What follows belongs to an exercise in optimizing a design on an open flow for small area; a production flow would make more cautious choices. The RTL was checked by simulation tests, not by an equivalence proof against the original design. No driver is modelled on the clock port, so clocking that relies on it looks cheaper here than on a real chip. Power is estimated from default activity; no workload was simulated.

==> flow/run.sh <==
#!/bin/bash
# Layout flow: the standard layout (standard.sh), with three changes:
#  - ports are buffered with the smallest buffer (buf_1) instead of the
#    resizer's default pick;
#  - right after floorplan, each combinational cell is set to the smallest
#    cell of the same function (repair_design sizes up again where needed);
#  - clock tree built from clkbuf_8 without dummy loads.
# Each step's full tool output goes to orfs/logs (ORFS's own logs); make's
# output goes to standard.log in this folder.
set -euo pipefail
here=$(cd "$(dirname "$0")" && pwd)
export BUFFER_PORTS_ARGS="-buffer_cell sky130_fd_sc_hd__buf_1"
export POST_FLOORPLAN_TCL="$here/downsize.tcl"
export PRE_CTS_TCL="$here/cts_pre.tcl"
export CLK_NLEAF=4 CLK_LEAF_CELL=sky130_fd_sc_hd__clkbuf_8
export CTS_ARGS="-clk_nets clk -buf_list sky130_fd_sc_hd__clkbuf_8 -dont_use_dummy_load"
bash standard.sh > standard.log 2>&1
==> flow/cts_pre.tcl <==
# Clock tree built by hand: the clock port drives NLEAF buffers directly,
# each driving the clock pins of one group of registers that lie close
# together (groups from the placement: split by x, then each half by y).
# clock_tree_synthesis is then given only the port net, which it skips.
set nleaf $::env(CLK_NLEAF)
set cell $::env(CLK_LEAF_CELL)
set block [ord::get_db_block]
set dbu [$block getDbUnitsPerMicron]
set net [$block findNet clk]
set sinks {}
foreach it [$net getITerms] {
  set inst [$it getInst]
  set bb [$inst getBBox]
  set x [expr {([$bb xMin] + [$bb xMax]) / 2.0 / $dbu}]
  set y [expr {([$bb yMin] + [$bb yMax]) / 2.0 / $dbu}]
  lappend sinks [list $x $y "[$inst getName]/[[$it getMTerm] getName]"]
}
set n [llength $sinks]
puts "manual clock tree: $n clock pins, $nleaf leaf buffers of $cell"
# split into two columns by x, then each column into rows by y
set ncol [expr {$nleaf >= 2 ? 2 : 1}]
set nrow [expr {$nleaf / $ncol}]
set byx [lsort -real -index 0 $sinks]
set groups {}
for {set ci 0} {$ci < $ncol} {incr ci} {
  set lo [expr {$ci * $n / $ncol}]
  set hi [expr {($ci + 1) * $n / $ncol - 1}]
  set col [lsort -real -index 1 [lrange $byx $lo $hi]]
  set m [llength $col]
  for {set ri 0} {$ri < $nrow} {incr ri} {
    set lo2 [expr {$ri * $m / $nrow}]
    set hi2 [expr {($ri + 1) * $m / $nrow - 1}]
    lappend groups [lrange $col $lo2 $hi2]
  }
}
set k 0
foreach g $groups {
  set sx 0.0; set sy 0.0; set pins {}
  foreach s $g {
    set sx [expr {$sx + [lindex $s 0]}]
    set sy [expr {$sy + [lindex $s 1]}]
    lappend pins [get_pins [lindex $s 2]]
  }
  set cx [expr {$sx / [llength $g]}]
  set cy [expr {$sy / [llength $g]}]
  insert_buffer -buffer_cell $cell -net clk -load_pins $pins -location [list $cx $cy] -buffer_name clkleaf_$k -net_name clk_leaf_$k
  puts "  leaf $k: [llength $g] pins at ($cx, $cy)"
  incr k
}
==> flow/downsize.tcl <==
# Set every combinational cell to the smallest-area cell of the same
# function (same base name, other drive strength). Registers, clock cells,
# tie cells and physical cells are left as they are.
set n 0
foreach inst [get_cells *] {
  set master [get_property $inst ref_name]
  if {![regexp {^(sky130_fd_sc_hd__([a-z0-9]+))_([0-9]+)$} $master -> base short size]} { continue }
  if {[regexp {^(df|edf|sdf|sedf|dl|clk|conb|tap|fill|decap|diode|lpflow|probe)} $short]} { continue }
  set best ""
  set best_area 1e9
  foreach lc [get_lib_cells -quiet "*/${base}_*"] {
    set name [get_name $lc]
    if {![regexp "^${base}_\[0-9\]+\$" $name]} { continue }
    if {[get_property $lc dont_use]} { continue }
    set skip 0
    foreach pat $::env(DONT_USE_CELLS) { if {[string match $pat $name]} { set skip 1 } }
    if {$skip} { continue }
    set a [get_property $lc area]
    if {$a < $best_area} { set best_area $a; set best $lc }
  }
  if {$best ne "" && [get_name $best] ne $master} {
    replace_cell $inst $best
    incr n
  }
}
puts "downsize: replaced $n cells"
==> standard.sh <==
#!/bin/bash
# synth_recipe.tcl (not shown) runs the flow's synth.tcl, then flattens the netlist and writes it again
# the make line also repeats each setting of config.mk as NAME=value (left out here)
make -C /OpenROAD-flow-scripts/flow DESIGN_CONFIG=/design/flow/config.mk WORK_HOME=/design/flow/orfs CLKGATE_MAP_FILE= SYNTH_SCRIPT=/design/flow/synth_recipe.tcl "${@:-finish}"
==> config.mk <==
export PLATFORM = sky130hd
export DESIGN_NAME = dvi_status
export DESIGN_NICKNAME = dvi_status
export VERILOG_FILES = /design/flow/design.v
export SDC_FILE = /design/flow/constraint.sdc
export NUM_CORES = 4
export LEC_CHECK = 0
export CAP_MARGIN = 10
export CORE_MARGIN = 2
export CORE_UTILIZATION = 40
export CTS_BUF_LIST = sky130_fd_sc_hd__clkbuf_8
export PLACE_DENSITY = 0.6
export SLEW_MARGIN = 10
==> constraint.sdc <==
create_clock -name core_clock -period 10.0 [get_ports {clk}]
set_input_delay 2.0000 -clock core_clock [delete_from_list [all_inputs] [get_ports {clk}]]
set_output_delay 2.0000 -clock core_clock [all_outputs]
set_load 0.01 [all_outputs]
==> design.v <==
module vgaout
(
	input clk,
	input rst,       
	input en,        
	input en1,       
	input [31:0] rez1,
	input [31:0] rez2,
	input [15:0] freq,
	input [15:0] elapsed,
	input  [7:0] mark,
	output de,
	output hs,
	output vs,
	output first,    
	output pix,      
	output [1:0] row
);
reg [9:0] c, d;
function [9:0] inc;
	input [9:0] x;
	input ci;
	integer i;
	reg cy;
	begin
		cy = ci;
		for (i = 0; i < 10; i = i + 1) begin
			inc[i] = x[i] ^ cy;
			cy = cy & x[i];
		end
	end
endfunction
function ge;    
	input [9:0] x;
	input [9:0] k;
	integer i;
	begin
		ge = 1'b1;
		for (i = 0; i < 10; i = i + 1)
			ge = k[i] ? (x[i] & ge) : (x[i] | ge);
	end
endfunction
function le;    
	input [9:0] x;
	input [9:0] k;
	integer i;
	begin
		le = 1'b1;
		for (i = 0; i < 10; i = i + 1)
			le = k[i] ? (~x[i] | le) : (~x[i] & le);
	end
endfunction
wire c_wrap = c[9] & c[8] & c[6] & c[5] & c[3];
wire d_wrap = d[9] & d[4] & d[3] & d[2];
wire nextline = (c == 10'd15);
wire c_load = rst | (en & c_wrap);
wire d_load = rst | (en & nextline & d_wrap);
wire [9:0] c_inc = inc(c, en);
wire [9:0] d_inc = inc(d, en & nextline);
always @(posedge clk) begin
	c <= c_load ? 10'd14 : c_inc;
	d <= d_load ? 10'd15 : d_inc;
end
assign hs = !(ge(c, 10'd15) && le(c, 10'd76));
assign vs = ge(d, 10'd16) && le(d, 10'd21);
assign de = ge(c, 10'd143) && le(c, 10'd862) && ge(d, 10'd46) && le(d, 10'd525);
assign first = (c == 10'd143);
assign row = d[8:7];
reg [31:0] rv;
wire ld = (c[9:7] == 3'b001) && (c[6:0] != 7'h7f) &&
          !(c[6:0] == 7'h7e && (en1 || en)) &&
          !(c[6:0] == 7'h7d && en1 && en);
wire [31:0] r3 = {elapsed, freq};
wire [31:0] src;
genvar i;
generate
	for (i = 0; i < 32; i = i + 1) begin : g_src
		if (i == 15) begin : g_h
			assign src[i] = d[8] ? (d[7] ? rez2[i] : rez1[i]) : mark[i/4];
		end else if (i >= 12 && i < 15) begin : g_hn
			assign src[i] = d[7] ? rez2[i] : rez1[i];
		end else if (i % 4 == 3) begin : g_m
			assign src[i] = d[8] ? (d[7] ? rez2[i] : rez1[i]) : (d[7] ? r3[i] : mark[i/4]);
		end else begin : g_n
			assign src[i] = d[8] ? (d[7] ? rez2[i] : rez1[i]) : r3[i];
		end
	end
endgenerate
always @(posedge clk)
	if (ld)
		rv <= src;
wire window = c[9] ^ c[8];
wire [2:0] digit = {c[9], c[7:6]};
wire [1:0] x = {c[5], c[4] | c[3]};
wire [2:0] y = {d[6:5], d[4] | d[3]};
reg [3:0] nib;
always @(*)
	case (digit)
	3'd0: nib = rv[31:28];
	3'd1: nib = rv[27:24];
	3'd2: nib = rv[23:20];
	3'd3: nib = rv[19:16];
	3'd4: nib = rv[15:12];
	3'd5: nib = rv[11:8];
	3'd6: nib = rv[7:4];
	default: nib = rv[3:0];
	endcase
wire rezpix;
hexnum digs
(
	.value(nib),
	.x(x),
	.y(y),
	.hide(d[8:7] == 2'b01 && digit == 3'd4),
	.image(rezpix)
);
wire mrow = ge(d, 10'd111) && le(d, 10'd118);
wire mpix = (x != 2'd3) && mrow && nib[3];
assign pix = window && (d[9:7] == 3'b000 ? mpix : (!d[9] && rezpix));
endmodule
module hexnum
(
	input  [3:0] value,
	input  [1:0] x,
	input  [2:0] y,
	input        hide,
	output image
);
reg [6:0] ss;
reg i;
always @(*) begin
	if(hide) ss = 7'b0000000;
	else
	case (value)   
	4'h0: ss = 7'b0111111;
	4'h1: ss = 7'b0000110;
	4'h2: ss = 7'b1011011;
	4'h3: ss = 7'b1001111;
	4'h4: ss = 7'b1100110;
	4'h5: ss = 7'b1101101;
	4'h6: ss = 7'b1111101;
	4'h7: ss = 7'b0000111;
	4'h8: ss = 7'b1111111;
	4'h9: ss = 7'b1101111;
	4'ha: ss = 7'b1110111;
	4'hb: ss = 7'b1111100;
	4'hc: ss = 7'b0111001;
	4'hd: ss = 7'b1011110;
	4'he: ss = 7'b1111001;
	4'hf: ss = 7'b1110001;
	endcase
end
always @(*) begin
	case (y)
	3'd0: case (x)
				2'd0: i = ss[0]|ss[5];
				2'd1: i = ss[0];
				2'd2: i = ss[0]|ss[1];
				default: i = 1'b0;
			endcase
	3'd1: case (x)
				2'd0: i = ss[5];
				2'd2: i = ss[1];
				default: i = 1'b0;
			endcase
	3'd2: case (x)
				2'd0: i = ss[5]|ss[4];
				2'd1: i = ss[6];
				2'd2: i = ss[1]|ss[2];
				default: i = 1'b0;
			endcase
	3'd3: case (x)
				2'd0: i = ss[4];
				2'd2: i = ss[2];
				default: i = 1'b0;
			endcase
	3'd4: case (x)
				2'd0: i = ss[3]|ss[4];
				2'd1: i = ss[3];
				2'd2: i = ss[3]|ss[2];
				default: i = 1'b0;
			endcase
	default: i = 1'b0;
	endcase
end
assign image = i;
endmodule
module tmds_bias_p
(
	input clk,
	input rst,        
	input blank,
	input ff,         
	output neg        
);
	reg [3:0] k;
	assign neg = k[0];
	reg [3:0] nxt;
	always @(*)
		case (k)
		4'd0: nxt = 4'd1;
		4'd1: nxt = ff ? 4'd7 : 4'd2;
		4'd2: nxt = 4'd3;
		4'd3: nxt = ff ? 4'd0 : 4'd4;
		4'd4: nxt = 4'd5;
		4'd5: nxt = ff ? 4'd2 : 4'd6;
		4'd6: nxt = 4'd7;
		4'd7: nxt = ff ? 4'd4 : 4'd8;
		default: nxt = 4'd0;
		endcase
	always @(posedge clk)
		if (rst || blank) k <= 4'd0;
		else k <= nxt;
endmodule
module tmds_bias_z
(
	input clk,
	input rst,        
	input blank,
	output neg        
);
	reg [3:0] k;
	assign neg = k[0];
	reg [3:0] nxt;
	always @(*)
		case (k)
		4'd0: nxt = 4'd1;
		4'd1: nxt = 4'd2;
		4'd2: nxt = 4'd3;
		4'd3: nxt = 4'd4;
		4'd4: nxt = 4'd5;
		4'd5: nxt = 4'd6;
		4'd6: nxt = 4'd7;
		4'd7: nxt = 4'd8;
		default: nxt = 4'd0;
		endcase
	always @(posedge clk)
		if (rst || blank) k <= 4'd0;
		else k <= nxt;
endmodule
module tmds_bias_b
(
	input clk,
	input rst,        
	input blank,
	input ff,         
	input f7,         
	output neg        
);
	reg [3:0] k;
	assign neg = k[0];
	reg [3:0] nxt;
	always @(*)
		case (k)
		4'd0: nxt = f7 ? 4'd3 : 4'd1;
		4'd1: nxt = ff ? 4'd7 : f7 ? 4'd5 : 4'd2;
		4'd2: nxt = f7 ? 4'd5 : 4'd3;
		4'd3: nxt = ff ? 4'd0 : f7 ? 4'd7 : 4'd4;
		4'd4: nxt = f7 ? 4'd7 : 4'd5;
		4'd5: nxt = ff ? 4'd2 : f7 ? 4'd0 : 4'd6;
		4'd6: nxt = f7 ? 4'd0 : 4'd7;
		4'd7: nxt = ff ? 4'd4 : f7 ? 4'd2 : 4'd8;
		default: nxt = f7 ? 4'd2 : 4'd0;
		endcase
	always @(posedge clk)
		if (rst || blank) k <= 4'd0;
		else k <= nxt;
endmodule
module dvi_status
(
	input clk,               
	input rst,               
	input clk_en,            
	input [31:0] rez1,       
	input [31:0] rez2,       
	input [15:0] freq,       
	input [15:0] elapsed,    
	input  [7:0] mark,
	output [9:0] tmds_red,
	output [9:0] tmds_green,
	output [9:0] tmds_blue
);
	reg rst1, rst2, en1, en2;
	always @(posedge clk) begin
		rst1 <= rst;
		rst2 <= rst1;
		en1 <= clk_en;
		en2 <= en1;
	end
	wire de, hs, vs, first, pix;
	wire [1:0] row;
	vgaout showrez
	(
		.clk(clk),
		.rst(rst2),
		.en(en2),
		.en1(en1),
		.rez1(rez1),
		.rez2(rez2),
		.freq(freq),
		.elapsed(elapsed),
		.mark(mark),
		.de(de),
		.hs(hs),
		.vs(vs),
		.first(first),
		.pix(pix),
		.row(row)
	);
	wire r_ff = pix & row[0];
	wire g_ff = pix & ~(row[1] & row[0]);
	wire b_ff = pix & ~row[1] & ~row[0];
	wire b_7f = ~pix & ~first;
	wire blank = ~de;
	wire p_neg, z_neg, b_neg;
	tmds_bias_p u21 (.clk(clk), .rst(rst2), .blank(blank), .ff(pix), .neg(p_neg));
	tmds_bias_z u22 (.clk(clk), .rst(rst2), .blank(blank), .neg(z_neg));
	tmds_bias_b u23 (.clk(clk), .rst(rst2), .blank(blank), .ff(b_ff), .f7(b_7f), .neg(b_neg));
	wire r_neg = row[0] ? p_neg : z_neg;
	wire g_neg = (row[1] & row[0]) ? z_neg : p_neg;
	wire k = rst2 | blank;
	assign tmds_red   = {k | (r_ff ^ r_neg), k | ~r_ff,
	                     ~k & r_neg, k | r_neg, ~k & r_neg, k | r_neg,
	                     ~k & r_neg, k | r_neg, ~k & r_neg, ~k & r_neg};
	assign tmds_green = {k | (g_ff ^ g_neg), k | ~g_ff,
	                     ~k & g_neg, k | g_neg, ~k & g_neg, k | g_neg,
	                     ~k & g_neg, k | g_neg, ~k & g_neg, ~k & g_neg};
	wire c0 = ~hs;                       
	wire c1 = ~vs;                       
	wire b_00 = ~b_ff & ~b_7f;
	wire b9 = blank ? ~(c1 ^ c0) : (b_neg ^ ~b_00);
	wire b8 = blank ? ~c0 : b_00;
	wire b7 = blank ? c0 : (b_neg ^ b_7f);
	wire bo = blank ? c0 : b_neg;        
	wire be = blank ? ~c0 : b_neg;       
	assign tmds_blue = {b9 | rst2, b8 | rst2, b7 & ~rst2, be | rst2, bo & ~rst2, be | rst2,
	                    bo & ~rst2, be | rst2, bo & ~rst2, bo & ~rst2};
endmodule
==> results of run 1 <==
power groups by stage:
stage	sequential, mW	clock (mW)	combinational (mW)
5_1_grt	0.304	0.115	0.0655
3_3_place_gp	0.309	0	0.0549
2_1_floorplan	0.306	0	0.0377
3_5_place_dp	0.309	0	0.0566
4_1_cts	0.309	0.0774	0.0569
6_report	0.303	0.103	0.0559
path summary, 6_finish.rpt:
path	slack, ns	cells past startpoint	end	startpoint
setup / recovery	2.78	14	tmds_blue[7]	showrez.c[9]$_SDFF_PP0_
hold / removal	0.35	0	rst2$_DFF_P_	rst1$_DFF_P_
setup reg to reg	5.12	13	u23.k[2]$_SDFF_PN0_	showrez.c[9]$_SDFF_PP0_
hold reg to reg	0.35	0	rst2$_DFF_P_	rst1$_DFF_P_
kinds of logic after synthesis:
group / share of synthesized area [%]
xor+xnor: 1.615
mux: 13.76
flops: 38.77
compound gates: 13.70
fa+ha+maj: 6.922
simple gates: 18.11
buf+inv: 7.124
per-stage QoR:
stage / util (%) / power, mW
global placement: 43.89 / 0.3640
global route: 44.41 / 0.4849
floorplan: - / 0.3436
finish: 44.41 / 0.4624
CTS: 44.41 / 0.4438
detailed placement: 43.89 / 0.3661
cell usage in the layout (no fill, tap or decap), drive strengths merged, types with 3 or more instances in the layout:
cell type and n:
buf 133, nor2 51, mux2i 36, a21oi 36, dfxtp 36, edfxtp 32, ha 24, nand2 18
and2 14, nand3 12, nor3 11, o21ai 11, inv 10, or3 10, nand2b 10, mux4 9
a31oi 8, a211oi 6, nand4 6, nor2b 5, xor2 5, o22ai 4, nor4 4, clkbuf 4
o211ai 3, a2111oi 3, o41ai 3, and3 3, mux2 3, xnor2 3
Yosys cell counts (2+ instances only):
cell type	instances
edfxtp_1	32
a21o_1	2
or3_1	10
ha_1	24
buf_2	3
mux2_2	3
a2bb2oi_1	2
a2111oi_0	3
and3_1	3
nand3b_1	2
nand4_1	6
mux2i_1	36
xor2_1	5
nand2_1	17
o22ai_1	3
buf_6	2
nor3b_1	2
nor2_1	50
dfxtp_1	36
nand2b_1	10
clkbuf_1	14
a211oi_1	5
a21oi_1	35
nor4_1	4
nand3_1	12
nor2b_1	5
o41ai_1	2
inv_1	10
nor3_1	11
a31oi_1	8
o21ai_0	10
o211ai_1	3
mux4_2	9
buf_4	18
and2_1	14
xnor2_1	3
buf_1	7
registers in the layout (all words and copies together), names as in the netlist:
register    count
rst1            1
rst2            1
en1             1
u21.k           4
showrez.c      10
en2             1
showrez.d      10
showrez.rv     32
u22.k           4
u23.k           4
area by class of cell, without the clock buffers:
type	instances	area, um^2	share of cell area [%]
flip-flops and latches	68	1684	35.45
well taps	140	175.2	3.687
inverters	10	37.54	0.7901
multi-input cells	320	2296	48.33
repair buffers	133	503.0	10.59
worst register-to-register path, delay by kind of cell (launching register included):
family	cells	cell delay [ns]
AOI/OAI and AO/OA	6	1.84
DFF	1	1.00
muxes	3	0.81
and+or+nand+nor	2	0.67
adders and majority gates	1	0.26
buffers and inverters	1	0.21
per-layer routing:
layer / vias up / wire length [um] / track usage (%)
met2: 103 / 4639 / 29.92
met3: 6 / 426 / 1.206
met5: - / 0 / 0
li1: 1797 / - / -
met1: 1610 / 4025 / 20.24
met4: 0 / 67 / 1.007
==> flow_metrics.tcl, run 1 <==
set metrics [dict create \
    cts_setup_buffers 0 \
    rsz0062_at_grt "no" \
    worstPathArrival_ns 5.22 \
    cp_top_family "compound AO/OA/AOI/OAI gates" \
    core_area_um2 10700 \
    start_kind "flop" \
    cp_slowest_cell "dfxtp_1" \
    slew_headroom_pct 28.27 \
    grt_pass1_vias 3266 \
    post_drt_wl_per_cell_um 13.57 \
    max-cap-violations 0 \
    port-buffer-count 132 \
    combPwrFrac_pct 12.1 \
    hold_viol 0 \
    drtIter0Drc 175 \
    whs_ns 0.3484 \
    place.gp.congestion 0.8907 \
    syn_area_um2 4338 \
    p_int_mw 0.3604 \
    pwr-share-clk_pct 22.4 \
    status "timing/DRC/antenna clean" \
    peakVddDrop_v 0.00005252 \
    grt_use_total_pct 15.71 \
    antenna_found_initial 0 \
    die_area_um2 11690 \
    dp_slack_ns 2.973 \
    postLayoutCellArea_um2 4751 \
    slowest_delay_ns 1.00 \
    power_density_nw_per_um2 97.32 \
    p_seq_share_pct 65.5 \
    grt_overflow 0 \
    tightest_slew_ns 1.076 \
    n_antenna_cell 0 \
    dr.pass1.iters 6 \
    yosysSeqAreaShare_pct 38.77 \
    via_per_inst 5.209 \
    yosysWarnings 6 \
    leakage_nw 1.629 \
    path_cells "mux2i_1 > mux4_2 > nor2_1 > inv_1 > ha_1 > a211oi_1 > a2111oi_0 > o41ai_1 > a21oi_1 > a311oi_1 > nand2_1 > nor4bb_1 > or3_1 > buf_1" \
    ys_ff_latch 68 \
    postRouteAntennaNets 0 \
    nNetsFinal 668 \
    dp_hpwl_um 6952 \
    grt_first_pass_wirelength_um 15210 \
    fillers 1064 \
    finalClockSkew_ns 0.01145 \
    timing.final.ws_setup_ns 2.779 \
    pin_count 137 \
    fmax_mhz 138.5 \
    postSynthCellCount 443 \
    hp-class "reg -> reg" \
    post-route-period-util_pct 72.21 \
    vias 3516 \
    area_growth_pct 9.518 \
    dp.cells 671 \
    clkTransAtPathRegs_ns 0.11 \
    crit_path_end_kind "output pin" \
    synth.area.top_cells "edfxtp_1 (22%), dfxtp_1 (17%), mux2i_1 (8.3%)" \
    die-height_um 108.1 \
    synth_top_area_share_pct 22.15 \
    fin_cells 675 \
    cp_data_required_time_ns 8.00 \
    synth_edf_count 32 \
    ys_types 59 \
    post-route-drc-count 0 \
    die_x_um 108.1 \
    synthArstFlopShare_pct 0 \
    initial_core_util_pct 40.55 \
    crit_buf_inv 2 \
    grt_max_degree 60 \
    syn_avg_cell_area_um2 9.792 \
    cp_max_fo 25 \
    synth_ff_type "dfxtp_1" \
    tns_ns 0 \
    routed_wl_um 9159 \
    dpl_cell_area_um2 4696 \
    cts_resized 0 \
    finalSetupViolCount 0 \
    layout-drive-gt1-share_pct 3.178 \
    switchingPower_mw 0.1019 \
    finalMaxSlewViolations 0 \
    hold_buffers 0 \
    switching_share_pct 22.05 \
    num_rows 38 \
    yosysTopAreaCell "edfxtp_1" \
    clock_latency_ns 0.16 \
    worstSetupPathType "reg -> out" \
    finalCriticalPeriod_ns 7.221 \
]
==> inputs of run 2 (changes only) <==
--- a/design.v
+++ b/design.v
@@ -66,29 +66,36 @@
 assign de = ge(c, 10'd143) && le(c, 10'd862) && ge(d, 10'd46) && le(d, 10'd525);
 assign first = (c == 10'd143);
 assign row = d[8:7];
-reg [31:0] rv;
 wire ld = (c[9:7] == 3'b001) && (c[6:0] != 7'h7f) &&
           !(c[6:0] == 7'h7e && (en1 || en)) &&
           !(c[6:0] == 7'h7d && en1 && en);
 wire [31:0] r3 = {elapsed, freq};
-wire [31:0] src;
+wire s_m  = ~d[8] & ~d[7];
+wire s_r3 = ~d[8] &  d[7];
+wire s_r1 =  d[8] & ~d[7];
+wire s_r2 =  d[8] &  d[7];
+wire [31:0] src_n;
 genvar i;
 generate
 	for (i = 0; i < 32; i = i + 1) begin : g_src
 		if (i == 15) begin : g_h
-			assign src[i] = d[8] ? (d[7] ? rez2[i] : rez1[i]) : mark[i/4];
+			aoi3 u (.a(rez1[i]), .sa(s_r1), .b(rez2[i]), .sb(s_r2), .c(mark[i/4]), .sc(~d[8]), .y(src_n[i]));
 		end else if (i >= 12 && i < 15) begin : g_hn
-			assign src[i] = d[7] ? rez2[i] : rez1[i];
+			aoi3 u (.a(rez1[i]), .sa(~d[7]), .b(rez2[i]), .sb(d[7]), .c(1'b0), .sc(1'b0), .y(src_n[i]));
 		end else if (i % 4 == 3) begin : g_m
-			assign src[i] = d[8] ? (d[7] ? rez2[i] : rez1[i]) : (d[7] ? r3[i] : mark[i/4]);
+			wire t;
+			aoi3 u (.a(rez1[i]), .sa(s_r1), .b(rez2[i]), .sb(s_r2), .c(r3[i]), .sc(s_r3), .y(t));
+			assign src_n[i] = t & ~(mark[i/4] & s_m);
 		end else begin : g_n
-			assign src[i] = d[8] ? (d[7] ? rez2[i] : rez1[i]) : r3[i];
+			aoi3 u (.a(rez1[i]), .sa(s_r1), .b(rez2[i]), .sb(s_r2), .c(r3[i]), .sc(~d[8]), .y(src_n[i]));
 		end
 	end
 endgenerate
+reg [31:0] rv_n;
 always @(posedge clk)
 	if (ld)
-		rv <= src;
+		rv_n <= src_n;
+wire [31:0] rv = ~rv_n;
 wire window = c[9] ^ c[8];
 wire [2:0] digit = {c[9], c[7:6]};
 wire [1:0] x = {c[5], c[4] | c[3]};
@@ -185,6 +192,13 @@
 end
 assign image = i;
 endmodule
+module aoi3
+(
+	input a, sa, b, sb, c, sc,
+	output y
+);
+	assign y = ~((a & sa) | (b & sb) | (c & sc));
+endmodule
 module tmds_bias_p
 (
 	input clk,
==> flow/run.sh (replaced) <==
#!/bin/bash
# Layout flow: the standard layout (standard.sh) with these changes:
#  - synthesis keeps the small modules aoi3 and hexnum apart while it maps
#    them, so each is mapped on its own (synth_recipe.tcl still flattens the
#    design at the end; the registers are the standard synthesis's);
#  - ports are buffered with the smallest buffer (buf_1) instead of the
#    resizer's default pick;
#  - right after floorplan, each combinational cell is set to the smallest
#    cell of the same function (repair_design sizes up again where needed);
#  - the clock tree is four clkbuf_8, each driving a quarter of the
#    registers, placed by cts_pre.tcl; clock_tree_synthesis then has nothing
#    left to do.
# Each step's full tool output goes to orfs/logs (ORFS's own logs); make's
# output goes to standard.log in this folder.
set -euo pipefail
here=$(cd "$(dirname "$0")" && pwd)
export SYNTH_KEEP_MODULES="aoi3 hexnum"
export BUFFER_PORTS_ARGS="-buffer_cell sky130_fd_sc_hd__buf_1"
export POST_FLOORPLAN_TCL="$here/downsize.tcl"
export PRE_CTS_TCL="$here/cts_pre.tcl"
export CLK_NLEAF=4 CLK_LEAF_CELL=sky130_fd_sc_hd__clkbuf_8
export CTS_ARGS="-clk_nets clk -buf_list sky130_fd_sc_hd__clkbuf_8 -dont_use_dummy_load"
bash standard.sh > standard.log 2>&1
==> run 2 against run 1 <==
Against the previous run: final area shrank 1.7%; sequential power is essentially flat; clock power is essentially flat; utilization grew 1.2 points; power shrank 0.72%; sequential share of layout area grew 0.55 points; routed wire length grew 1.6%; synthesized cell count shrank 9.9%; fmax shrank 1.1%; hold slack lost 0.015 ns; largest cell class unchanged.
==> flow_metrics.tcl, run 2 <==
set metrics [dict create \
    p_int_mw 0.3588 \
    dr.pass1.iters 10 \
    reg2reg_slack_ns 4.75 \
    ys_ff_latch 68 \
    layout-drive-gt1-share_pct 2.564 \
    vias 3474 \
    dp_hpwl_um 6943 \
    antenna_found_initial 0 \
    synth_top_area_share_pct 23.08 \
    fmax_mhz 137.0 \
    fillers 954 \
    dp_slack_ns 2.845 \
    layout_commonest_cell "buf_1" \
    ys_types 69 \
    grt_overflow 0 \
    synthTopCellsByCount "dfxtp_1 (36), a222oi_1 (32), edfxtp_1 (32), ha_1 (28), nor2_1 (24)" \
    slew_headroom_pct 25.60 \
    grt_use_total_pct 16.59 \
    place.gp.congestion 0.7956 \
    largest_reg_flops 32 \
    power_density_nw_per_um2 98.28 \
    hp-class "reg -> reg" \
    power_mw 0.4590 \
    tns_ns 0 \
    combPwrFrac_pct 11.4 \
    die_x_um 106.0 \
    yosysSeqAreaShare_pct 40.38 \
    regMostFlops "showrez.rv_n" \
    synth_top_family_by_area "compound AO/OA/AOI/OAI gates" \
    syn_avg_cell_area_um2 10.44 \
    synth_ff_type "dfxtp_1" \
    pwr-share-clk_pct 22.9 \
    synth-adder-area-share_pct 8.413 \
    postRouteAntennaNets 0 \
    finalClockSkew_ns 0.01536 \
    cp_data_required_time_ns 8.00 \
    start_kind "flop" \
    via_per_inst 5.403 \
    routed_wl_um 9302 \
    max-cap-violations 0 \
    yosysWarnings 6 \
    num_rows 37 \
    rsz0062_at_grt "no" \
    hold_viol 0 \
    path_cells "inv_1 > nand3_1 > o211ai_1 > o21ai_0 > nand2_1 > a21oi_1 > inv_1 > ha_1 > inv_1 > mux4_2 > o31ai_1 > o21ai_0 > o22ai_1 > o2111ai_1 > nor3_1 > o21a_1 > or2b_1 > a21o_1 > buf_1" \
    n_antenna_cell 0 \
    cts_resized 0 \
    finalCriticalPeriod_ns 7.300 \
    post_drt_wl_per_cell_um 14.47 \
    yosysTopAreaCell "edfxtp_1" \
    cp_slowest_cell "dfxtp_1" \
    reg.largest.list "showrez.rv_n (32), showrez.c (10), showrez.d (10)" \
    die-height_um 106.0 \
    synthMuxAreaShare_pct 5.829 \
    final_cell_mix "buf_1 (132), dfxtp_1 (36), a222oi_1 (32), edfxtp_1 (32), ha_1 (28)" \
    clkTransAtPathRegs_ns 0.11 \
    worstPathArrival_ns 5.30 \
    switching_share_pct 21.83 \
    die_area_um2 11240 \
    core_area_um2 10230 \
    yosys.area_share.simple_pct 17.28 \
    cp_max_fo 18 \
    synth.area.top_cells "edfxtp_1 (23%), dfxtp_1 (17%), ha_1 (8.4%)" \
    synth_edf_count 32 \
    tightest_slew_ns 1.115 \
    crit_buf_inv 4 \
    crit_path_end_kind "output pin" \
    cp_top_family "compound AO/OA/AOI/OAI gates" \
    final_core_util_pct 45.65 \
    cts_setup_buffers 0 \
    synth_compound_area_share_pct 19.35 \
    initial_core_util_pct 40.70 \
    peakVddDrop_v 0.00007827 \
    post-route-drc-count 0 \
    status "timing/DRC/antenna clean" \
    port-buffer-count 132 \
    pin_count 137 \
    finalMaxSlewViolations 0 \
    grt_max_degree 33 \
    drtIter0Drc 237 \
    grt_pass1_vias 3347 \
    switchingPower_mw 0.1002 \
    grt_first_pass_wirelength_um 15850 \
    leakage_nw 1.619 \
    synthXorXnorAreaFrac_pct 2.524 \
    slowest_delay_ns 0.84 \
    synthArstFlopShare_pct 0 \
    fin_cells 643 \
    postSynthCellCount 399 \
    finalSetupViolCount 0 \
    dp.cells 639 \
    yosysMostFrequentCell "dfxtp_1" \
    post-route-period-util_pct 73.00 \
    nNetsFinal 644 \
    p_seq_share_pct 65.8 \
    multi_input_area_um2 2212 \
    timing.final.ws_setup_ns 2.700 \
    clock_latency_ns 0.16 \
    worstSetupPathType "reg -> out" \
    hold_buffers 0 \
    register_area_um2 1682 \
    crit_top_cell "inv_1" \
    area_growth_pct 12.17 \
    syn_area_um2 4164 \
]
-- run 2: final cells by class, without the clock buffers --
class / instances / area share [%]
Timing Repair Buffer: 133 / 10.77
Sequential cell: 68 / 36.00
Inverter: 13 / 1.045
Tap cell: 136 / 3.643
Multi-Input combinational cell: 289 / 47.36
-- run 2: path summary, 6_finish.rpt --
check / from / end / cells past startpoint
max: showrez.c[9]$_SDFF_PP0_ / tmds_blue[8] / 19
min reg2reg: rst1$_DFF_P_ / rst2$_DFF_P_ / 0
max reg2reg: showrez.c[9]$_SDFF_PP0_ / u23.k[0]$_SDFF_PN0_ / 18
min: rst1$_DFF_P_ / rst2$_DFF_P_ / 0
-- run 2: cell families after synthesis --
family	count (synthesis)
AO/OA/AOI/OAI	98
XOR/XNOR	12
buffers and inverters	47
other	1
multiplexers	16
adder cells (fa/ha/maj)	28
AND/OR/NAND/NOR	129
flip-flops	68
-- run 2: power groups by stage --
stage | clock [mW] | combinational (mW) | sequential [mW]
2_1_floorplan | 0 | 0.0337 | 0.305
3_3_place_gp | 0 | 0.0508 | 0.308
3_5_place_dp | 0 | 0.0525 | 0.308
4_1_cts | 0.0774 | 0.0529 | 0.308
5_1_grt | 0.118 | 0.0611 | 0.303
6_report | 0.105 | 0.0522 | 0.302
-- run 2: per-layer routing --
| metal | share of wire, % | vias to the layer above | GRT usage [%] |
|---|---|---|---|
| met2 | 48 | 94 | 28.85 |
| met3 | 4.1 | 8 | 1.104 |
| li1 | - | 1752 | - |
| met4 | 1.1 | 0 | 1.974 |
| met1 | 47 | 1620 | 23.45 |
| met5 | 0 | - | 0 |
-- run 2: per-stage QoR --
step                      hold slack [ns]  cell area (um^2)
after floorplan                    0.3096              4183
after global placement             0.3135              4616
after detailed placement           0.3121              4616
after CTS                          0.3121              4671
after global routing               0.3539              4671
final                              0.3338              4671
-- run 2: modules after synthesis (local to each module, per instance) --
module | cells inside | copies in the design
dvi_status | 317 | 1
hexnum | 50 | 1
aoi3 | 1 | 32
==> inputs of run 3 (changes only) <==
--- a/design.v
+++ b/design.v
@@ -81,7 +81,7 @@
 		if (i == 15) begin : g_h
 			aoi3 u (.a(rez1[i]), .sa(s_r1), .b(rez2[i]), .sb(s_r2), .c(mark[i/4]), .sc(~d[8]), .y(src_n[i]));
 		end else if (i >= 12 && i < 15) begin : g_hn
-			aoi3 u (.a(rez1[i]), .sa(~d[7]), .b(rez2[i]), .sb(d[7]), .c(1'b0), .sc(1'b0), .y(src_n[i]));
+			aoi2 u (.a(rez1[i]), .sa(~d[7]), .b(rez2[i]), .sb(d[7]), .y(src_n[i]));
 		end else if (i % 4 == 3) begin : g_m
 			wire t;
 			aoi3 u (.a(rez1[i]), .sa(s_r1), .b(rez2[i]), .sb(s_r2), .c(r3[i]), .sc(s_r3), .y(t));
@@ -199,6 +199,13 @@
 );
 	assign y = ~((a & sa) | (b & sb) | (c & sc));
 endmodule
+module aoi2
+(
+	input a, sa, b, sb,
+	output y
+);
+	assign y = ~((a & sa) | (b & sb));
+endmodule
 module tmds_bias_p
 (
 	input clk,
--- a/flow/run.sh
+++ b/flow/run.sh
@@ -1,6 +1,7 @@
 #!/bin/bash
 # Layout flow: the standard layout (standard.sh) with these changes:
-#  - synthesis keeps the small modules aoi3 and hexnum apart while it maps
+#  - synthesis keeps the small modules (aoi3, aoi2, hexnum, tmds_bias_*)
+#    apart while it maps
 #    them, so each is mapped on its own (synth_recipe.tcl still flattens the
 #    design at the end; the registers are the standard synthesis's);
 #  - ports are buffered with the smallest buffer (buf_1) instead of the
@@ -14,7 +15,7 @@
 # output goes to standard.log in this folder.
 set -euo pipefail
 here=$(cd "$(dirname "$0")" && pwd)
-export SYNTH_KEEP_MODULES="aoi3 hexnum"
+export SYNTH_KEEP_MODULES="aoi3 aoi2 hexnum tmds_bias_p tmds_bias_z tmds_bias_b"
 export BUFFER_PORTS_ARGS="-buffer_cell sky130_fd_sc_hd__buf_1"
 export POST_FLOORPLAN_TCL="$here/downsize.tcl"
 export PRE_CTS_TCL="$here/cts_pre.tcl"
==> run 3 against run 2 <==
Against the previous run: still clean; worst setup slack got worse by 0.26 ns; synthesized cell count up 2.3%; sequential power is essentially flat; hold slack gained 0.0057 ns; clock power about the same; final cell count increased by 1.7%; combinational power down 1%; final area is 1.2% lower; sequential cell count stayed put; sequential share of layout area is 0.44 points higher; critical path depth grew 1; critical path type unchanged; critical endpoint is now tmds_blue[7].
==> flow_metrics.tcl, run 3 <==
set metrics [dict create \
    post-route-period-util_pct 75.63 \
    reg2reg_slack_ns 4.30 \
    dpl_cell_area_um2 4559 \
    tns_ns 0 \
    die_x_um 106.6 \
    syn_area_um2 4207 \
    fillers 1030 \
    crit_path_end_kind "output pin" \
    synth_edf_count 32 \
    regMostFlops "showrez.rv_n" \
    grt_max_degree 33 \
    finalCriticalPeriod_ns 7.563 \
    initial_core_util_pct 40.93 \
    n_antenna_cell 0 \
    pin_count 137 \
    place.gp.congestion 0.8346 \
    grt_overflow 0 \
    grt_first_pass_wirelength_um 15930 \
    syn_avg_cell_area_um2 10.31 \
    fmax_mhz 132.2 \
    cp_slowest_cell "a21boi_0" \
    synth_ff_type "dfxtp_1" \
    drtIter0Drc 244 \
    max-cap-violations 0 \
    yosysTopAreaCell "edfxtp_1" \
    postRouteAntennaNets 0 \
    post-route-drc-count 0 \
    yosysSeqAreaShare_pct 39.98 \
    cp_data_required_time_ns 8.00 \
    peakVddDrop_v 0.00006221 \
    via_per_inst 5.541 \
    hp-class "reg -> reg" \
    leakage_nw 1.587 \
    postSynthCellCount 408 \
    dr.pass1.iters 8 \
    rsz0062_at_grt "no" \
    path_cells "inv_1 > nor3_1 > a21oi_1 > o221ai_1 > a21oi_1 > a31oi_1 > inv_1 > ha_1 > nor2b_1 > o311ai_0 > nand2_1 > a211oi_1 > o22ai_1 > nand3b_1 > nor2_1 > a31oi_1 > a21boi_0 > xnor2_1 > a21oi_1 > buf_1" \
    status "timing/DRC/antenna clean" \
    clock_latency_ns 0.16 \
    synth.area.top_cells "edfxtp_1 (23%), dfxtp_1 (17%), ha_1 (8.3%)" \
    cts_resized 0 \
    slew_headroom_pct 28.46 \
    dp_hpwl_um 7445 \
    synth_top_area_share_pct 22.84 \
    hp-start "rst1$_DFF_P_" \
    largest_reg_flops 32 \
    grt_pass1_vias 3395 \
    antenna_found_initial 0 \
    layout-drive-gt1-share_pct 1.351 \
    layout_commonest_cell "buf_1" \
    area_growth_pct 9.697 \
    yosysMostFrequentCell "dfxtp_1" \
    tightest_slew_ns 1.064 \
    start_kind "flop" \
    reg.largest.list "showrez.rv_n (32), showrez.c (10), showrez.d (10)" \
    power_density_nw_per_um2 99.38 \
    ys_ff_latch 68 \
    synthTopCellsByCount "dfxtp_1 (36), edfxtp_1 (32), a222oi_1 (29), ha_1 (28), nor2_1 (24)" \
    finalSetupViolCount 0 \
    finalMaxSlewViolations 0 \
    clkTransAtPathRegs_ns 0.10 \
    die-height_um 106.6 \
    slowest_delay_ns 0.88 \
    routed_wl_um 9776 \
    nNetsFinal 655 \
    timing.rr.start "showrez.c[7]$_SDFF_PP0_" \
    cp_max_fo 21 \
    crit_top_cell "a21oi_1" \
    ys_types 80 \
    hold_buffers 0 \
    final_core_util_pct 44.90 \
    grt_use_total_pct 16.79 \
    startpoint "showrez.c[7]$_SDFF_PP0_" \
    final_cell_mix "buf_1 (132), dfxtp_1 (36), edfxtp_1 (32), a222oi_1 (29), ha_1 (28)" \
    hold_viol 0 \
    num_rows 37 \
    die_area_um2 11350 \
    vias 3624 \
    post_drt_wl_per_cell_um 14.95 \
    worstSetupPathType "reg -> out" \
    postLayoutCellArea_um2 4614 \
    port-buffer-count 132 \
    finalClockSkew_ns 0.01489 \
    synthArstFlopShare_pct 0 \
    worstPathArrival_ns 5.56 \
    yosysWarnings 6 \
    core_area_um2 10280 \
    cts_setup_buffers 0 \
]
[run 3: changes by cell type after synthesis, sizes merged, moves of 4 or more]
cell,before,now
a22oi,0,4
nand3,13,9
xnor2,9,4
inv,13,17
mux4,6,1
or3,2,6
clkbuf,9,3
o22ai,2,9
[run 3: logic make-up after synthesis]
kind of cell / Yosys count / synth area share, %
xor gates and xnor gates: 10 / 2.082
AOI/OAI and AO/OA: 116 / 23.08
buffers and inverters: 45 / 6.305
DFF: 68 / 39.98
and+or+nand+nor: 133 / 17.97
muxes: 8 / 2.261
adders and majority gates: 28 / 8.328
[run 3: final cells by class, without the clock buffers]
cell class / count / area (um^2) / area share (%)
inverters: 17 / 63.81 / 1.383
multi-input cells: 295 / 2133 / 46.23
flip-flops and latches: 68 / 1682 / 36.44
well taps: 136 / 170.2 / 3.688
repair buffers: 134 / 510.5 / 11.06
[run 3: worst max-delay path, delay by kind of cell (launching register included)]
family | cells | cell delay [ns]
AO/OA/AOI/OAI | 10 | 2.88
XOR/XNOR | 1 | 0.14
adder cells (fa/ha/maj) | 1 | 0.21
buffers and inverters | 3 | 0.53
flip-flops | 1 | 0.81
AND/OR/NAND/NOR | 5 | 0.83
[run 3: Yosys stat by module (local to each module, per instance)]
module	flops+latches	cell area (um^2)	copies in the design
dvi_status	56	2934	1
hexnum	0	377.9	1
tmds_bias_b	4	249.0	1
tmds_bias_p	4	160.2	1
tmds_bias_z	4	157.7	1
aoi2	0	12.51	3
aoi3	0	10.01	29
[run 3: worst paths after layout]
check                                           end  cells past startpoint
worst max-delay path                   tmds_blue[7]                     20
worst min-delay path                   rst2$_DFF_P_                      0
worst max register to register  u23.k[2]$_SDFF_PP0_                     20
worst min register to register         rst2$_DFF_P_                      0
[run 3: layer usage]
layer  track usage (%)  share of wire (%)  vias to the layer above
li1                  -                  -                     1807
met1             22.26                 45                     1689
met2             30.95                 48                      120
met3             1.042                5.5                        8
met4             1.948                1.2                        0
met5                 0                  0                        -
[run 3: where the power goes]
group          leakage (nW)  switching [mW]  internal [mW]  total [mW]
Combinational         0.978          0.0250         0.0265      0.0515
Clock                0.0288          0.0675         0.0372       0.105
Sequential            0.580         0.00706          0.295       0.302
[run 3: through the flow]
| stage | power (mW) | worst slack [ns] | cells | hold slack [ns] |
|---|---|---|---|---|
| detailed placement | 0.3605 | 2.709 | 650 | 0.3184 |
| finish | 0.4586 | 2.437 | 654 | 0.3395 |
| CTS | 0.4382 | 2.720 | 654 | 0.3184 |
| global placement | 0.3583 | 2.927 | 650 | 0.3108 |
| floorplan | 0.3403 | 4.388 | 408 | 0.3096 |
| global route | 0.4827 | 2.049 | 654 | 0.3536 |
==> inputs of run 4 (changes only) <==
--- a/flow/run.sh
+++ b/flow/run.sh
@@ -1,9 +1,12 @@
 #!/bin/bash
 # Layout flow: the standard layout (standard.sh) with these changes:
 #  - synthesis keeps the small modules (aoi3, aoi2, hexnum, tmds_bias_*)
-#    apart while it maps
-#    them, so each is mapped on its own (synth_recipe.tcl still flattens the
-#    design at the end; the registers are the standard synthesis's);
+#    apart while it maps them, so each is mapped on its own (synth_recipe.tcl
+#    still flattens the design at the end; the registers are the standard
+#    synthesis's);
+#  - no adder extraction before abc (ADDER_MAP_FILE empty): the adder step
+#    turns xor/and pairs anywhere into half-adder cells that abc cannot
+#    optimise;
 #  - ports are buffered with the smallest buffer (buf_1) instead of the
 #    resizer's default pick;
 #  - right after floorplan, each combinational cell is set to the smallest
@@ -16,6 +19,7 @@
 set -euo pipefail
 here=$(cd "$(dirname "$0")" && pwd)
 export SYNTH_KEEP_MODULES="aoi3 aoi2 hexnum tmds_bias_p tmds_bias_z tmds_bias_b"
+export ADDER_MAP_FILE=
 export BUFFER_PORTS_ARGS="-buffer_cell sky130_fd_sc_hd__buf_1"
 export POST_FLOORPLAN_TCL="$here/downsize.tcl"
 export PRE_CTS_TCL="$here/cts_pre.tcl"
==> run 4 against run 3 <==
Against the previous run: register-to-register slack worse by 0.22 ns; clock power rose by 4%; final cell count increased by 2.9%; clock skew fell by 0.0048 ns; critical endpoint unchanged; largest power group unchanged; highest routed layer unchanged.
==> flow_metrics.tcl, run 4 <==
set metrics [dict create \
    status "timing/DRC/antenna clean" \
    power_mw 0.4675 \
    final_core_util_pct 45.00 \
    clkTransAtPathRegs_ns 0.11 \
    rsz0062_at_grt "no" \
    n_antenna_cell 0 \
    tightest_slew_ns 1.107 \
    postRouteAntennaNets 0 \
    ys_ff_latch 68 \
    slowest_delay_ns 0.94 \
    final_cell_mix "buf_1 (132), nor2_1 (36), dfxtp_1 (36), nand2_1 (32), edfxtp_1 (32)" \
    hold_viol 0 \
    cts_resized 0 \
    whs_ns 0.3376 \
    path_cells "mux4_2 > inv_1 > o21ai_0 > a31o_1 > a21oi_1 > nand2b_1 > o31ai_1 > o21ai_0 > o22ai_1 > a22oi_1 > o2111ai_1 > o22ai_1 > a41oi_1 > xnor2_1 > a21oi_1 > buf_1" \
    routed_wl_um 9889 \
    fin_cells 673 \
    post-route-period-util_pct 77.77 \
    synthArstFlopShare_pct 0 \
    syn_avg_cell_area_um2 9.464 \
    synth_compound_area_share_pct 24.75 \
    ys_types 73 \
    yosys.area_share.simple_pct 18.93 \
    via_per_inst 5.591 \
    nNetsFinal 646 \
    slew_headroom_pct 26.15 \
    synth-adder-area-share_pct 0.2717 \
    worstSetupPathType "reg -> out" \
    cp_max_fo 24 \
    crit_path_end_kind "output pin" \
    regMostFlops "showrez.rv_n" \
    finalMaxSlewViolations 0 \
    hold_buffers 0 \
    place.gp.congestion 0.8455 \
    synth.area.top_cells "edfxtp_1 (23%), dfxtp_1 (17%), a222oi_1 (7.2%)" \
    yosysMostFrequentCell "nor2_1" \
    synth_top_area_share_pct 23.18 \
    fillers 1052 \
    synth_edf_count 32 \
    crit_buf_inv 2 \
    core_area_um2 10180 \
    hp-class "reg -> reg" \
    post_drt_wl_per_cell_um 14.69 \
    dr.pass1.iters 13 \
    timing.final.ws_setup_ns 2.223 \
    post-route-drc-count 0 \
    grt_use_total_pct 17.20 \
    yosysWarnings 6 \
    synth_top_family_by_area "compound AO/OA/AOI/OAI gates" \
    reg.largest.list "showrez.rv_n (32), showrez.c (10), showrez.d (10)" \
    tns_ns 0 \
    dp_slack_ns 2.565 \
    drtIter0Drc 298 \
    die-height_um 105.8 \
    yosysTopAreaCell "edfxtp_1" \
    start_kind "flop" \
    layout-drive-gt1-share_pct 1.676 \
    multi_input_area_um2 2102 \
    yosysSeqAreaShare_pct 40.57 \
    peakVddDrop_v 0.00005002 \
    finalClockSkew_ns 0.01012 \
    num_rows 37 \
    synth_ff_type "dfxtp_1" \
    cts_setup_buffers 0 \
    leakage_nw 1.398 \
    cp_top_family "compound AO/OA/AOI/OAI gates" \
    clock_latency_ns 0.17 \
    worstPathArrival_ns 5.78 \
    antenna_found_initial 0 \
    pin_count 137 \
    port-buffer-count 132 \
    initial_core_util_pct 40.70 \
    synthMuxAreaShare_pct 2.837 \
    vias 3763 \
    synthTopCellsByCount "nor2_1 (37), dfxtp_1 (36), edfxtp_1 (32), nand2_1 (32), a222oi_1 (30)" \
    power_density_nw_per_um2 102.0 \
    cp_slowest_cell "dfxtp_1" \
    syn_area_um2 4145 \
    grt_pass1_vias 3547 \
    die_x_um 105.8 \
    dp_hpwl_um 7260 \
    max-cap-violations 0 \
    dpl_cell_area_um2 4528 \
    fmax_mhz 128.6 \
    grt_overflow 0 \
    finalSetupViolCount 0 \
    register_area_um2 1682 \
    postLayoutCellArea_um2 4583 \
    finalCriticalPeriod_ns 7.777 \
    dp.cells 669 \
    layout_commonest_cell "buf_1" \
    die_area_um2 11190 \
    cp_data_required_time_ns 8.00 \
    area_growth_pct 10.56 \
    grt_max_degree 33 \
    synthXorXnorAreaFrac_pct 4.860 \
    postSynthCellCount 438 \
    grt_first_pass_wirelength_um 16520 \
    largest_reg_flops 32 \
]
==> run 4: Yosys stat by module (local to each module, per instance) <==
module / cells / area (um^2) / times used / flops+latches
dvi_status: 296 / 2927 / 1 / 56
tmds_bias_z: 13 / 142.6 / 1 / 4
aoi3: 1 / 10.01 / 29 / 0
aoi2: 1 / 12.51 / 3 / 0
hexnum: 50 / 339.1 / 1 / 0
tmds_bias_b: 30 / 249.0 / 1 / 4
tmds_bias_p: 17 / 160.2 / 1 / 4
==> run 4: layer usage <==
metal / part of all wire (%) / track usage, % / wire length (um) / vias to the layer above
met5: 0 / 0 / 0 / -
met3: 5.0 / 1.546 / 499 / 12
met1: 46 / 24.55 / 4595 / 1762
met4: 1.5 / 2.726 / 152 / 0
li1: - / - / - / 1871
met2: 47 / 28.89 / 4643 / 118
==> run 4: cell type report, without the clock buffers <==
class | count | share of cell area, %
inverters | 19 | 1.556
multi-input cells | 313 | 45.86
flip-flops and latches | 68 | 36.69
well taps | 136 | 3.713
repair buffers | 133 | 10.97
==> run 4: cells by family (layout without fill, tap and decap cells) <==
family                   Yosys count  count (layout)
AND/OR/NAND/NOR                  149             149
buffers and inverters             57             156
adder cells (fa/ha/maj)            1               1
multiplexers                       9               9
XOR/XNOR                          23              23
AO/OA/AOI/OAI                    131             131
flip-flops                        68              68
==> run 4: where the power goes <==
| group | internal [mW] | switching, mW | total, mW |
|---|---|---|---|
| sequential | 0.295 | 0.00744 | 0.303 |
| combinational | 0.0276 | 0.0284 | 0.0561 |
| clock | 0.0373 | 0.0715 | 0.109 |
==> run 4: path summary, 6_finish.rpt <==
path / start / to / slack (ns) / cells past startpoint
min reg2reg: rst1$_DFF_P_ / rst2$_DFF_P_ / 0.34 / 0
min: rst1$_DFF_P_ / rst2$_DFF_P_ / 0.34 / 0
max reg2reg: showrez.c[7]$_SDFF_PP0_ / u23.k[2]$_SDFF_PP0_ / 4.08 / 16
max: showrez.c[7]$_SDFF_PP0_ / tmds_blue[7] / 2.22 / 16
==> inputs of run 5 (changes only) <==
--- a/design.v
+++ b/design.v
@@ -133,12 +133,24 @@
 	input        hide,
 	output image
 );
-reg [6:0] ss;
-reg i;
-always @(*) begin
-	if(hide) ss = 7'b0000000;
-	else
-	case (value)   
+wire [6:0] ss;
+seg7 dec (.value(value), .ss(ss));
+wire x0 = (x == 2'd0), x1 = (x == 2'd1), x2 = (x == 2'd2);
+wire y0 = (y == 3'd0), y1 = (y == 3'd1), y2 = (y == 3'd2), y3 = (y == 3'd3), y4 = (y == 3'd4);
+wire up = y0 | y1 | y2, lo = y2 | y3 | y4;
+assign image = !hide & (
+	((ss[0] & y0 | ss[3] & y4) & (x0 | x1 | x2)) |
+	(ss[6] & y2 & x1) |
+	((ss[5] & x0 | ss[1] & x2) & up) |
+	((ss[4] & x0 | ss[2] & x2) & lo));
+endmodule
+module seg7
+(
+	input [3:0] value,
+	output reg [6:0] ss
+);
+always @(*)
+	case (value)
 	4'h0: ss = 7'b0111111;
 	4'h1: ss = 7'b0000110;
 	4'h2: ss = 7'b1011011;
@@ -154,43 +166,8 @@
 	4'hc: ss = 7'b0111001;
 	4'hd: ss = 7'b1011110;
 	4'he: ss = 7'b1111001;
-	4'hf: ss = 7'b1110001;
-	endcase
-end
-always @(*) begin
-	case (y)
-	3'd0: case (x)
-				2'd0: i = ss[0]|ss[5];
-				2'd1: i = ss[0];
-				2'd2: i = ss[0]|ss[1];
-				default: i = 1'b0;
-			endcase
-	3'd1: case (x)
-				2'd0: i = ss[5];
-				2'd2: i = ss[1];
-				default: i = 1'b0;
-			endcase
-	3'd2: case (x)
-				2'd0: i = ss[5]|ss[4];
-				2'd1: i = ss[6];
-				2'd2: i = ss[1]|ss[2];
-				default: i = 1'b0;
-			endcase
-	3'd3: case (x)
-				2'd0: i = ss[4];
-				2'd2: i = ss[2];
-				default: i = 1'b0;
-			endcase
-	3'd4: case (x)
-				2'd0: i = ss[3]|ss[4];
-				2'd1: i = ss[3];
-				2'd2: i = ss[3]|ss[2];
-				default: i = 1'b0;
-			endcase
-	default: i = 1'b0;
+	default: ss = 7'b1110001;
 	endcase
-end
-assign image = i;
 endmodule
 module aoi3
 (
@@ -242,22 +219,13 @@
 );
 	reg [3:0] k;
 	assign neg = k[0];
-	reg [3:0] nxt;
-	always @(*)
-		case (k)
-		4'd0: nxt = 4'd1;
-		4'd1: nxt = 4'd2;
-		4'd2: nxt = 4'd3;
-		4'd3: nxt = 4'd4;
-		4'd4: nxt = 4'd5;
-		4'd5: nxt = 4'd6;
-		4'd6: nxt = 4'd7;
-		4'd7: nxt = 4'd8;
-		default: nxt = 4'd0;
-		endcase
-	always @(posedge clk)
-		if (rst || blank) k <= 4'd0;
-		else k <= nxt;
+	wire run = ~(rst | blank);
+	always @(posedge clk) begin
+		k[0] <= run & ~k[0] & ~k[3];
+		k[1] <= run & (k[1] ^ k[0]);
+		k[2] <= run & (k[2] ^ (k[1] & k[0]));
+		k[3] <= run & k[2] & k[1] & k[0];
+	end
 endmodule
 module tmds_bias_b
 (
--- a/flow/run.sh
+++ b/flow/run.sh
@@ -1,6 +1,6 @@
 #!/bin/bash
 # Layout flow: the standard layout (standard.sh) with these changes:
-#  - synthesis keeps the small modules (aoi3, aoi2, hexnum, tmds_bias_*)
+#  - synthesis keeps the small modules (aoi3, aoi2, hexnum, seg7, tmds_bias_*)
 #    apart while it maps them, so each is mapped on its own (synth_recipe.tcl
 #    still flattens the design at the end; the registers are the standard
 #    synthesis's);
@@ -18,7 +18,7 @@
 # output goes to standard.log in this folder.
 set -euo pipefail
 here=$(cd "$(dirname "$0")" && pwd)
-export SYNTH_KEEP_MODULES="aoi3 aoi2 hexnum tmds_bias_p tmds_bias_z tmds_bias_b"
+export SYNTH_KEEP_MODULES="aoi3 aoi2 hexnum seg7 tmds_bias_p tmds_bias_z tmds_bias_b"
 export ADDER_MAP_FILE=
 export BUFFER_PORTS_ARGS="-buffer_cell sky130_fd_sc_hd__buf_1"
 export POST_FLOORPLAN_TCL="$here/downsize.tcl"
==> run 5 against run 4 <==
Against the previous run: clock skew about the same; sequential share of layout area increased by 0.36 points; via count decreased by 0.64%; first-iteration DRC count decreased by 13%; fmax decreased by 0.20%; utilization increased by 1.0 points; final cell count decreased by 1.0%; synthesized cell count decreased by 0.91%; hold slack improved by 0.0023 ns; largest cell class unchanged; global-route usage decreased by 0.40 points; area after synthesis decreased by 1.0%; final area decreased by 0.98%.
==> flow_metrics.tcl, run 5 <==
set metrics [dict create \
    area_growth_pct 10.58 \
    cts_resized 0 \
    initial_core_util_pct 41.60 \
    largest_reg_flops 32 \
    via_per_inst 5.614 \
    whs_ns 0.3399 \
    power_mw 0.4641 \
    postSynthCellCount 434 \
    ys_types 72 \
    dr.pass1.iters 9 \
    fmax_mhz 128.3 \
    cts_setup_buffers 0 \
    dp_slack_ns 2.521 \
    max-cap-violations 0 \
    finalCriticalPeriod_ns 7.792 \
    synth_top_area_share_pct 23.41 \
    post-route-drc-count 0 \
    layout-drive-gt1-share_pct 1.501 \
    startpoint "showrez.c[7]$_SDFF_PP0_" \
    cp_data_required_time_ns 8.00 \
    cp_top_family "compound AO/OA/AOI/OAI gates" \
    synthArstFlopShare_pct 0 \
    slowest_delay_ns 0.94 \
    place.gp.congestion 0.8427 \
    finalMaxSlewViolations 0 \
    crit_path_end_kind "output pin" \
    routed_wl_um 9746 \
    fin_cells 666 \
    cp_slowest_cell "dfxtp_1" \
    synth_ff_type "dfxtp_1" \
    peakVddDrop_v 0.00004992 \
    antenna_found_initial 0 \
    pin_count 137 \
    final_cell_mix "buf_1 (132), nor2_1 (37), dfxtp_1 (36), nand2_1 (33), edfxtp_1 (32)" \
    dp_hpwl_um 7140 \
    yosysTopAreaCell "edfxtp_1" \
    dpl_cell_area_um2 4483 \
    layout_commonest_cell "buf_1" \
    path_cells "mux4_2 > inv_1 > o21ai_0 > a31o_1 > a21oi_1 > nand2_1 > o221ai_1 > o21ai_0 > a31oi_1 > o22ai_1 > a22o_1 > o2111ai_1 > o22ai_1 > a41oi_1 > xnor2_1 > a21oi_1 > buf_1" \
    syn_area_um2 4104 \
    grt_pass1_vias 3440 \
    dp.cells 662 \
    vias 3739 \
    grt_overflow 0 \
    postLayoutCellArea_um2 4538 \
    finalClockSkew_ns 0.01036 \
    yosysMostFrequentCell "nor2_1" \
    clock_latency_ns 0.17 \
    synth.area.top_cells "edfxtp_1 (23%), dfxtp_1 (18%), a222oi_1 (7.3%)" \
    n_antenna_cell 0 \
    hold_viol 0 \
    die-height_um 105.3 \
    drtIter0Drc 260 \
    reg.largest.list "showrez.rv_n (32), showrez.c (10), showrez.d (10)" \
    core_area_um2 9864 \
    post-route-period-util_pct 77.92 \
    hold_buffers 0 \
    port-buffer-count 132 \
    crit_buf_inv 2 \
    rsz0062_at_grt "no" \
    leakage_nw 1.394 \
    yosysWarnings 6 \
    hp-start "rst1$_DFF_P_" \
    start_kind "flop" \
    nNetsFinal 642 \
    clkTransAtPathRegs_ns 0.10 \
    grt_max_degree 33 \
    finalSetupViolCount 0 \
    yosysSeqAreaShare_pct 40.98 \
    syn_avg_cell_area_um2 9.456 \
    final_core_util_pct 46.00 \
    post_drt_wl_per_cell_um 14.63 \
    power_density_nw_per_um2 102.3 \
    hp-class "reg -> reg" \
    synthTopCellsByCount "nor2_1 (38), dfxtp_1 (36), edfxtp_1 (32), nand2_1 (32), a222oi_1 (30)" \
    postRouteAntennaNets 0 \
    timing.final.ws_setup_ns 2.208 \
    slew_headroom_pct 26.92 \
    num_rows 36 \
    worstSetupPathType "reg -> out" \
    grt_first_pass_wirelength_um 16090 \
    tns_ns 0 \
    die_area_um2 11090 \
    cp_max_fo 24 \
    ys_ff_latch 68 \
    timing.rr.start "showrez.c[7]$_SDFF_PP0_" \
    status "timing/DRC/antenna clean" \
    grt_use_total_pct 16.80 \
    die_x_um 105.3 \
    synth_edf_count 32 \
    tightest_slew_ns 1.095 \
    worstPathArrival_ns 5.79 \
    regMostFlops "showrez.rv_n" \
]
## run 5: cell count changes in the layout (fill, tap and decap cells not counted), moves of 2 or more
cell / change
nand3b_1: -2
nor3_1: +2
xor2_1: -2
o21ai_0: +2
mux2i_1: +3
o2111ai_1: -3
nor2b_1: +2
inv_1: -2
a211oi_1: -2
## run 5: power by group
group          leakage [nW]  switching, mW  internal [mW]
sequential            0.580        0.00776          0.295
combinational         0.785         0.0268         0.0265
clock                0.0288         0.0706         0.0373
## run 5: logic make-up after synthesis
logic type                share of synthesized area (%)
and+or+nand+nor                                   19.02
AOI/OAI and AO/OA                                 24.24
DFF                                               40.98
buffers and inverters                             7.469
xor gates and xnor gates                          4.695
muxes                                             3.598
## run 5: per-module statistics from Yosys, one instance, submodules excluded
module,cell area (um^2),times used
hexnum,93.84,1
tmds_bias_p,160.2,1
tmds_bias_z,137.6,1
dvi_status,2927,1
tmds_bias_b,249.0,1
aoi3,10.01,29
seg7,209.0,1
aoi2,12.51,3
## run 5: worst register-to-register path, stage by stage, from the launching register on
cell and delay, ns:
dfxtp_1 0.94, mux4_2 0.60, inv_1 0.06, o21ai_0 0.13, a31o_1 0.25, a21oi_1 0.70
nand2_1 0.19, o221ai_1 0.22, o21ai_0 0.13, a31oi_1 0.20, o22ai_1 0.10, a22o_1 0.25
o2111ai_1 0.42, o22ai_1 0.22, a41oi_1 0.73, a21oi_1 0.17, a311oi_1 0.39, mux2i_1 0.23
## run 5: area by class of cell, without the clock buffers
cell class | count | area (um^2)
Fill cell | 995 | 5326
Inverter | 17 | 63.81
Multi-Input combinational cell | 312 | 2076
Sequential cell | 68 | 1682
Tap cell | 133 | 166.4
Timing Repair Buffer | 132 | 495.5
## run 5: final timing paths
check | end | slack [ns] | depth (start not counted)
max | tmds_blue[7] | 2.21 | 17
min | rst2$_DFF_P_ | 0.34 | 0
max reg2reg | u23.k[2]$_SDFF_PP0_ | 4.00 | 17
min reg2reg | rst2$_DFF_P_ | 0.34 | 0
## run 5: metal layers
layer	wire length, um	GRT usage, %
met1	4400	23.77
met2	4650	28.85
met3	568	1.299
met4	126	2.095
met5	0	0

==> re-timing with driven ports <==
In the flow no input, the clock included, has a driving cell. The finished layouts below were timed again as built, in two steps.
Step 1 (the two cells are an assumption about what drives the block):
set clk [get_ports {clk}]
set_driving_cell -lib_cell sky130_fd_sc_hd__clkbuf_16 $clk
set_driving_cell -lib_cell sky130_fd_sc_hd__buf_2 [delete_from_list [all_inputs] $clk]
Step 2 also shifts input and output timing later by t, the mid clock arrival at the registers, as if the neighbouring blocks saw the same clock.
Three values: no drivers, after step 1, after step 2; two values: the first two.
run | shift t [ns] | setup WS [ns] | clock arrival spread, ns | worst register clock-pin slew, ns | worst data-port slew with drivers (ns)
run 1 | 0.221 | 2.779 / 2.713 / 2.934 | 0.012 / 0.012 | 0.11 / 0.11 | 0.04
run 2 | 0.217 | 2.700 / 2.639 / 2.857 | 0.016 / 0.015 | 0.11 / 0.11 | 0.04
run 3 | 0.217 | 2.437 / 2.376 / 2.593 | 0.014 / 0.015 | 0.11 / 0.11 | 0.04
run 4 | 0.225 | 2.223 / 2.159 / 2.384 | 0.010 / 0.010 | 0.11 / 0.11 | 0.04
run 5 | 0.225 | 2.208 / 2.144 / 2.369 | 0.011 / 0.010 | 0.11 / 0.11 | 0.06
After both steps every run listed still meets setup and hold.
